Background: an optimization exercise with open tools, aiming at small area. Do not read the settings as production practice.
RTL that was checked went through simulation tests only; none was proved equivalent to the original.
No activity file was given, so power comes from the tool's default toggle rates.

== JK ==
==> flow/design.v <==
module pccpu(
	input clock, reset,
	input start, enable,
	input [15:0] d_datain, i_datain,
	input [3:0] select_y,
	output [7:0] i_addr,
	output [7:0] d_addr,
	output d_we,
	output [15:0] y,
	output [15:0] d_dataout
	);
	localparam [4:0] OP_LDIH = 5'b00001, OP_ADDI = 5'b00101, OP_SUBI = 5'b01101,
	                 OP_HALT = 5'b00110, OP_STALL1 = 5'b01001, OP_STALL2 = 5'b11001,
	                 OP_STORE = 5'b11010, OP_LOAD = 5'b11110, OP_NOP = 5'b10010,
	                 OP_CMP = 5'b11000, OP_JUMP = 5'b01011, OP_JMPR = 5'b00011,
	                 OP_BZ = 5'b11111, OP_BNZ = 5'b11011, OP_BN = 5'b00111,
	                 OP_BNN = 5'b01111, OP_BC = 5'b10011, OP_BNC = 5'b10111,
	                 OP_ADD = 5'b11100, OP_ADDC = 5'b00100, OP_SUB = 5'b01100,
	                 OP_SUBC = 5'b10100, OP_AND = 5'b01000, OP_OR = 5'b10000,
	                 OP_XOR = 5'b00000, OP_SLL = 5'b01010, OP_SLA = 5'b00010,
	                 OP_SRL = 5'b01110, OP_SRA = 5'b10110;
	reg state;
	reg [7:0] pc;
	reg [15:0] id_ir;
	reg [7:0] ex_ir, mem_ir;
	reg [2:0] wb_d;
	reg wb_we, wb_halt;
	reg [15:0] reg_A, reg_B, reg_C, reg_C1, smdr, smdr_1;
	reg zf, nf, cf, dw;
	reg ex_sub;
	reg [15:0] gr [0:7];
	reg [7:0] gv;
	wire run = state;
	wire [4:0] id_op = id_ir[15:11];
	wire [4:0] ex_op = ex_ir[7:3];
	wire [4:0] mem_op = mem_ir[7:3];
	wire [2:0] ex_d = ex_ir[2:0];
	wire [2:0] mem_d = mem_ir[2:0];
	always @(posedge clock or posedge reset)
		if (reset) state <= 1'b0;
		else if (!state) state <= enable & start;
		else state <= enable & ~wb_halt;
	wire id_branch = id_ir[12] & id_ir[11];
	wire id_load = (id_op == OP_LOAD);
	wire ld_haz = id_load & (({1'b0, id_ir[10:8]} == i_datain[3:0]) |
	                         ({1'b0, id_ir[10:8]} == i_datain[7:4]) |
	                         ({1'b1, id_ir[10:8]} == i_datain[11:8]));
	wire stall1 = (id_op == OP_STALL2) | ld_haz;
	reg taken;
	always @(*) begin
		if (mem_op[1:0] == 2'b11)
			case (mem_op[4:2])
				3'b111: taken = zf;
				3'b110: taken = ~zf;
				3'b001: taken = nf;
				3'b011: taken = ~nf;
				3'b100: taken = cf;
				3'b101: taken = ~cf;
				default: taken = 1'b1;
			endcase
		else
			taken = 1'b0;
	end
	always @(posedge clock or posedge reset)
		if (reset) begin
			id_ir <= 16'b1001_0000_0000_0000;
			pc <= 8'd0;
		end else if (run) begin
			if (id_branch)
				id_ir <= {OP_STALL2, 11'b0};
			else if (stall1)
				id_ir <= {OP_STALL1, 11'b0};
			else begin
				id_ir <= i_datain;
				pc <= taken ? reg_C[7:0] : pc + 8'd1;
			end
		end
	assign i_addr = pc;
	wire [2:0] ra = id_ir[11] ? id_ir[10:8] : id_ir[6:4];
	wire [2:0] rb = id_ir[2:0];
	wire [2:0] rs = id_ir[10:8];
	function [15:0] rd;
		input [2:0] a;
		input [7:0] v;
		input [127:0] f;
		integer i;
		begin
			rd = 16'd0;
			for (i = 0; i < 8; i = i + 1)
				rd = rd | ({16{(a == i) & v[i]}} & f[16*i +: 16]);
		end
	endfunction
	wire [127:0] grf = {gr[7], gr[6], gr[5], gr[4], gr[3], gr[2], gr[1], gr[0]};
	wire [15:0] gr_a = rd(ra, gv, grf);
	wire [15:0] gr_b = rd(rb, gv, grf);
	wire [15:0] gr_s = rd(rs, gv, grf);
	wire [15:0] ALUo;
	wire cout;
	wire ex_stall1 = (ex_op == OP_STALL1);
	wire ex_load = (ex_op == OP_LOAD);
	wire op_sub = ex_sub;
	wire op_add = (ex_op[1:0] == 2'b11) | ex_load | (ex_op == OP_STORE) | (ex_op == OP_LDIH) |
	              (ex_op == OP_ADDI) | (ex_op == OP_ADD) | (ex_op == OP_ADDC);
	wire use_cf = (ex_op == OP_ADDC) | (ex_op == OP_SUBC);
	wire cin = op_sub ^ (use_cf & cf);
	wire [15:0] bx = reg_B ^ {16{op_sub}};
	wire [15:0] pp = reg_A ^ bx;
	wire [15:0] gg = reg_A & bx;
	wire [10:0] cc;
	wire [16:10] c0, c1;
	assign cc[0] = cin;
	assign c0[10] = 1'b0;
	assign c1[10] = 1'b1;
	genvar gi;
	generate
		for (gi = 0; gi < 10; gi = gi + 1) begin : rca
			assign cc[gi + 1] = gg[gi] | (pp[gi] & cc[gi]);
		end
		for (gi = 10; gi < 16; gi = gi + 1) begin : csa
			assign c0[gi + 1] = gg[gi] | (pp[gi] & c0[gi]);
			assign c1[gi + 1] = gg[gi] | (pp[gi] & c1[gi]);
		end
	endgenerate
	wire [16:10] chi = cc[10] ? c1 : c0;
	wire [15:0] sum = pp ^ {chi[15:10], cc[9:0]};
	wire c16 = chi[16];
	wire op_shl = (ex_op == OP_SLL) | (ex_op == OP_SLA);
	wire op_shr = (ex_op == OP_SRL) | (ex_op == OP_SRA);
	wire big = |reg_B[15:4];
	function [15:0] rev16;
		input [15:0] x;
		integer i;
		begin
			for (i = 0; i < 16; i = i + 1) rev16[i] = x[15 - i];
		end
	endfunction
	wire [15:0] sh_in = op_shl ? rev16(reg_A) : reg_A;
	wire [15:0] sh_r = sh_in >> reg_B[3:0];
	wire sh_l = op_shl & ~big;
	wire sh_rr = op_shr & ~big;
	assign ALUo = ((op_add | op_sub) ? sum : 16'd0) |
	              (((ex_op == OP_AND) | (ex_op == OP_OR)) ? gg : 16'd0) |
	              (((ex_op == OP_XOR) | (ex_op == OP_OR)) ? pp : 16'd0) |
	              (sh_l ? rev16(sh_r) : 16'd0) |
	              (sh_rr ? sh_r : 16'd0);
	wire flag_wr = ex_op[0];
	wire cf_keep = ~(op_add | op_sub);
	assign cout = cf_keep ? cf : (c16 ^ op_sub);
	wire a_ex = (ex_d == ra);
	wire a_mem = (mem_d == ra);
	wire a_wb = (wb_d == ra);
	wire b_ex = (ex_d == rb);
	wire b_mem = (mem_d == rb);
	wire b_wb = (wb_d == rb);
	wire mem_load = (mem_op == OP_LOAD);
	wire a_fw = ~a_ex & (a_mem | a_wb);
	wire a_din = ex_stall1 & a_mem;
	wire a_c1 = id_ir[11] ? ex_load : a_wb;
	wire sa_alu = a_ex;
	wire sa_din = a_fw & a_din;
	wire sa_c1 = a_fw & ~a_din & a_c1;
	wire sa_c = a_fw & ~a_din & ~a_c1;
	wire sa_gr = ~a_ex & ~a_mem & ~a_wb;
	wire b_reg = (id_ir[4:3] == 2'b00);
	wire b_fw = ~b_ex & (b_mem | b_wb);
	wire sb_alu = b_reg & b_ex;
	wire sb_din = b_reg & b_fw & ex_stall1;
	wire sb_c1 = b_reg & b_fw & ~ex_stall1 & b_wb;
	wire sb_c = b_reg & b_fw & ~ex_stall1 & ~b_wb;
	wire sb_gr = b_reg & ~b_ex & ~b_mem & ~b_wb;
	wire id_ldih = (id_op == OP_LDIH);
	wire imm_hi = ~b_reg & id_ldih;
	wire imm_lo8 = ~b_reg & ~id_ldih & (id_branch | (id_op == OP_ADDI) | (id_op == OP_SUBI));
	wire imm_lo4 = ~b_reg & ~id_ldih;
	wire s_m = (mem_d == rs);
	wire ss_din = s_m & mem_load;
	wire ss_alu = s_m & ~mem_load;
	wire ss_gr = ~s_m;
	function [15:0] sel;
		input s;
		input [15:0] x;
		sel = {16{s}} & x;
	endfunction
	wire [15:0] a_nx = sel(sa_alu, ALUo) | sel(sa_din, d_datain) | sel(sa_c1, reg_C1) |
	                   sel(sa_c, reg_C) | rd(ra, gv & {8{sa_gr}}, grf);
	wire [15:0] b_nx = sel(sb_alu, ALUo) | sel(sb_din, d_datain) | sel(sb_c1, reg_C1) |
	                   sel(sb_c, reg_C) | rd(rb, gv & {8{sb_gr}}, grf) |
	                   {{8{imm_hi}} & id_ir[7:0], {4{imm_lo8}} & id_ir[7:4], {4{imm_lo4}} & id_ir[3:0]};
	wire [15:0] s_nx = sel(ss_din, d_datain) | sel(ss_alu, ALUo) | rd(rs, gv & {8{ss_gr}}, grf);
	always @(posedge clock or posedge reset)
		if (reset) begin
			ex_ir <= 8'b1001_0000;
			ex_sub <= 1'b0;
			reg_A <= 16'd0;
			reg_B <= 16'd0;
			smdr <= 16'd0;
		end else if (run) begin
			ex_ir <= id_ir[15:8];
			ex_sub <= (id_op == OP_SUB) | (id_op == OP_SUBI) | (id_op == OP_CMP) | (id_op == OP_SUBC);
			reg_A <= a_nx;
			reg_B <= b_nx;
			if (id_op == OP_STORE) smdr <= s_nx;
		end
	always @(posedge clock or posedge reset)
		if (reset) begin
			mem_ir <= 8'b1001_0000;
			reg_C <= 16'd0;
			zf <= 1'b0;
			nf <= 1'b0;
			cf <= 1'b0;
			dw <= 1'b0;
			smdr_1 <= 16'd0;
		end else if (run) begin
			mem_ir <= ex_ir;
			reg_C <= ALUo;
			if (flag_wr) begin
				zf <= (reg_C == 16'd0);
				nf <= reg_C[15];
				cf <= cout;
			end
			dw <= (ex_op == OP_STORE);
			if (ex_op == OP_STORE) smdr_1 <= smdr;
		end
	wire mem_nowr = (mem_op == OP_NOP) | (mem_op[1:0] == 2'b11) | (mem_op == OP_HALT) |
	                (mem_op == OP_STALL2) | (mem_op == OP_STALL1) | (mem_op == OP_STORE) |
	                (mem_op == OP_CMP);
	always @(posedge clock or posedge reset)
		if (reset) begin
			wb_d <= 3'd0;
			wb_we <= 1'b0;
			wb_halt <= 1'b0;
			reg_C1 <= 16'd0;
		end else if (run) begin
			wb_d <= mem_d;
			wb_we <= ~mem_nowr;
			wb_halt <= (mem_op == OP_HALT);
			reg_C1 <= mem_load ? d_datain : reg_C;
		end
	assign d_we = dw;
	assign d_dataout = smdr_1;
	assign d_addr = reg_C[7:0];
	wire wr = run & wb_we;
	always @(posedge clock or posedge reset)
		if (reset) gv <= 8'd0;
		else if (wr) gv[wb_d] <= 1'b1;
	integer k;
	always @(posedge clock)
		for (k = 0; k < 8; k = k + 1)
			if (wr && wb_d == k) gr[k] <= reg_C1;
	wire [15:0] sy = 16'd1 << select_y;
	wire sy_misc = sy[0] | sy[10] | sy[15];
	assign y = rd(select_y[2:0], gv & {sy[7:1], 1'b0}, grf) |
	           sel(sy[8], reg_A) | sel(sy[9], reg_B) | sel(sy[11], reg_C) |
	           sel(sy[12], reg_C1) | sel(sy[13], smdr) | sel(sy[14], id_ir) |
	           sel(sy_misc, {3'b000, dw, 2'b00, zf, nf, pc});
endmodule
==> flow/config.mk <==
export PLATFORM = sky130hd
export DESIGN_NAME = pccpu
export DESIGN_NICKNAME = pccpu
export VERILOG_FILES = /design/flow/design.v
export SDC_FILE = /design/flow/constraint.sdc
export NUM_CORES = 4
export LEC_CHECK = 0
export CAP_MARGIN = 20
export CORE_MARGIN = 2
export CORE_UTILIZATION = 40
export SLEW_MARGIN = 20
==> flow/constraint.sdc <==
create_clock -name core_clock -period 8.0 [get_ports {clock}]
set_input_delay 1.6000 -clock core_clock [delete_from_list [all_inputs] [get_ports {clock}]]
set_output_delay 1.6000 -clock core_clock [all_outputs]
set_load 0.01 [all_outputs]
standard.sh (not shown) runs the stock make flow with config.mk's settings and CLKGATE_MAP_FILE= SYNTH_SCRIPT=/design/flow/synth_recipe.tcl, a recipe that flattens the netlist after the stock synthesis.
==> flow/flow/run.sh <==
#!/bin/bash
# Own layout flow: the standard layout (standard.sh) with two changes.
#  1. Synthesis is the standard flow's own script (synth_recipe.tcl, which sources ORFS's synth.tcl),
#     except that ABC maps the logic with flow/abc_area.script, an area-oriented script,
#     in place of ORFS's delay-oriented one. Registers are untouched: ABC runs without -dff,
#     after dfflibmap, so register names and cells are those of the standard synthesis.
#  2. Port buffers are sky130_fd_sc_hd__buf_1 (every port still gets its own buffer).
# Each tool's full output goes to a log file of its own in this folder.
set -euo pipefail
W=$PWD

sed "s#log_cmd abc {\*}\$abc_args#log_cmd abc -script $W/flow/abc_area.script {*}[lrange \$abc_args 2 end]#" \
  "$FLOW_HOME/scripts/synth.tcl" > "$W/own_synth_main.tcl"
grep -q "flow/abc_area.script" "$W/own_synth_main.tcl"
sed "s#\$::env(SCRIPTS_DIR)/synth.tcl#$W/own_synth_main.tcl#" synth_recipe.tcl > "$W/own_synth.tcl"
grep -q "own_synth_main.tcl" "$W/own_synth.tcl"
sed "s#SYNTH_SCRIPT=[^ ]*#SYNTH_SCRIPT=$W/own_synth.tcl#" standard.sh > "$W/own_standard.sh"
grep -q "own_synth.tcl" "$W/own_standard.sh"

bash "$W/own_standard.sh" synth > "$W/synth.log" 2>&1
bash standard.sh "BUFFER_PORTS_ARGS=-buffer_cell sky130_fd_sc_hd__buf_1" finish > "$W/layout.log" 2>&1
test -s out/final.def
==> flow/flow/abc_area.script <==
&get -n
&st
&dch
&nf -R 1000 -p
&put
[inputs] MS vs JK
-- flow/design.v --
<<< JK, line 29
	reg zf, nf, cf, dw;
	reg ex_sub;
	reg [15:0] gr [0:7];
	reg [7:0] gv;
>>> MS, line 29
	reg zf, nf, cf, dw;
	reg ex_sub;
	reg abv, sv;
	reg [15:0] gr [0:7];
	reg [7:0] gv;
<<< JK, line 62
			taken = 1'b0;
	end
	always @(posedge clock or posedge reset)
		if (reset) begin
>>> MS, line 63
			taken = 1'b0;
	end
	reg [7:0] pc_inc;
	integer pi;
	always @(*)
		for (pi = 0; pi < 8; pi = pi + 1)
			pc_inc[pi] = pc[pi] ^ (&(pc | ~((8'd1 << pi) - 8'd1)));
	always @(posedge clock or posedge reset)
		if (reset) begin
<<< JK, line 73
			else begin
				id_ir <= i_datain;
				pc <= taken ? reg_C[7:0] : pc + 8'd1;
			end
		end
>>> MS, line 79
			else begin
				id_ir <= i_datain;
				pc <= taken ? reg_C[7:0] : pc_inc;
			end
		end
<<< JK, line 188
	                   {{8{imm_hi}} & id_ir[7:0], {4{imm_lo8}} & id_ir[7:4], {4{imm_lo4}} & id_ir[3:0]};
	wire [15:0] s_nx = sel(ss_din, d_datain) | sel(ss_alu, ALUo) | rd(rs, gv & {8{ss_gr}}, grf);
	always @(posedge clock or posedge reset)
		if (reset) begin
			ex_ir <= 8'b1001_0000;
			ex_sub <= 1'b0;
			reg_A <= 16'd0;
			reg_B <= 16'd0;
			smdr <= 16'd0;
		end else if (run) begin
			ex_ir <= id_ir[15:8];
			ex_sub <= (id_op == OP_SUB) | (id_op == OP_SUBI) | (id_op == OP_CMP) | (id_op == OP_SUBC);
			reg_A <= a_nx;
			reg_B <= b_nx;
			if (id_op == OP_STORE) smdr <= s_nx;
		end
	always @(posedge clock or posedge reset)
>>> MS, line 194
	                   {{8{imm_hi}} & id_ir[7:0], {4{imm_lo8}} & id_ir[7:4], {4{imm_lo4}} & id_ir[3:0]};
	wire [15:0] s_nx = sel(ss_din, d_datain) | sel(ss_alu, ALUo) | rd(rs, gv & {8{ss_gr}}, grf);
	always @(posedge clock)
		if (run) begin
			reg_A <= a_nx;
			reg_B <= b_nx;
			if (id_op == OP_STORE) smdr <= s_nx;
		end
	always @(posedge clock or posedge reset)
		if (reset) begin
			ex_ir <= 8'b1001_0000;
			ex_sub <= 1'b0;
			abv <= 1'b0;
			sv <= 1'b0;
		end else if (run) begin
			ex_ir <= id_ir[15:8];
			ex_sub <= (id_op == OP_SUB) | (id_op == OP_SUBI) | (id_op == OP_CMP) | (id_op == OP_SUBC);
			abv <= 1'b1;
			if (id_op == OP_STORE) sv <= 1'b1;
		end
	always @(posedge clock or posedge reset)
<<< JK, line 230
			wb_we <= 1'b0;
			wb_halt <= 1'b0;
			reg_C1 <= 16'd0;
		end else if (run) begin
			wb_d <= mem_d;
			wb_we <= ~mem_nowr;
			wb_halt <= (mem_op == OP_HALT);
			reg_C1 <= mem_load ? d_datain : reg_C;
		end
	assign d_we = dw;
	assign d_dataout = smdr_1;
>>> MS, line 240
			wb_we <= 1'b0;
			wb_halt <= 1'b0;
		end else if (run) begin
			wb_d <= mem_d;
			wb_we <= ~mem_nowr;
			wb_halt <= (mem_op == OP_HALT);
		end
	always @(posedge clock)
		if (run) reg_C1 <= mem_load ? d_datain : reg_C;
	assign d_we = dw;
	assign d_dataout = smdr_1;
<<< JK, line 251
	wire sy_misc = sy[0] | sy[10] | sy[15];
	assign y = rd(select_y[2:0], gv & {sy[7:1], 1'b0}, grf) |
	           sel(sy[8], reg_A) | sel(sy[9], reg_B) | sel(sy[11], reg_C) |
	           sel(sy[12], reg_C1) | sel(sy[13], smdr) | sel(sy[14], id_ir) |
	           sel(sy_misc, {3'b000, dw, 2'b00, zf, nf, pc});
endmodule
>>> MS, line 261
	wire sy_misc = sy[0] | sy[10] | sy[15];
	assign y = rd(select_y[2:0], gv & {sy[7:1], 1'b0}, grf) |
	           sel(sy[8] & abv, reg_A) | sel(sy[9] & abv, reg_B) | sel(sy[11], reg_C) |
	           sel(sy[12] & abv, reg_C1) | sel(sy[13] & sv, smdr) | sel(sy[14], id_ir) |
	           sel(sy_misc, {3'b000, dw, 2'b00, zf, nf, pc});
endmodule
==> comparison <==
MS against JK: part of the power in registers moved down, average wire length per cell after detail routing moved up, fraction of area in multi-input gates moved down, fraction of standard cell area that is sequential moved up, smallest setup slack after layout moved down.
Against JK, MS comes in about 11% lower on net count after synthesis.
Run comparison: JK most common library cell in the layout ignoring fill and taps sky130_fd_sc_hd__nand2_1; MS most common library cell in the layout ignoring fill and taps sky130_fd_sc_hd__edfxtp_1
Re finished layout cell area: MS and JK aren't equal, and the higher value belongs to JK.
The RTL of JK was laid out without a check of its function.

re-timing with driven ports:
No port has a modelled driver above. Below, the same layouts with a new extraction and two added sets of constraints.
Step 1 assumes that a clkbuf_16 drives the clock port and a buf_2 every other input.
Step 2, shift: input delay + t, output delay - t, t = (earliest + latest rising clock arrival at the registers) / 2. This alone moves slack from input paths to output paths.
Three values: no drivers, after step 1, after step 2; two values: the first two.
| run | t, ns | setup slack, ns | slew at the worst register clock pin (ns) | worst slew at a driven data input, ns | cell pins on the clock port's net |
|---|---|---|---|---|---|
| JK | 0.610 | 0.445 / 0.445 / 0.445 | 0.06 / 0.06 | 0.06 | 1 |
| MS | 0.645 | 0.441 / 0.441 / 0.441 | 0.07 / 0.07 | 0.06 | 1 |
After both steps every run listed still meets setup and hold.
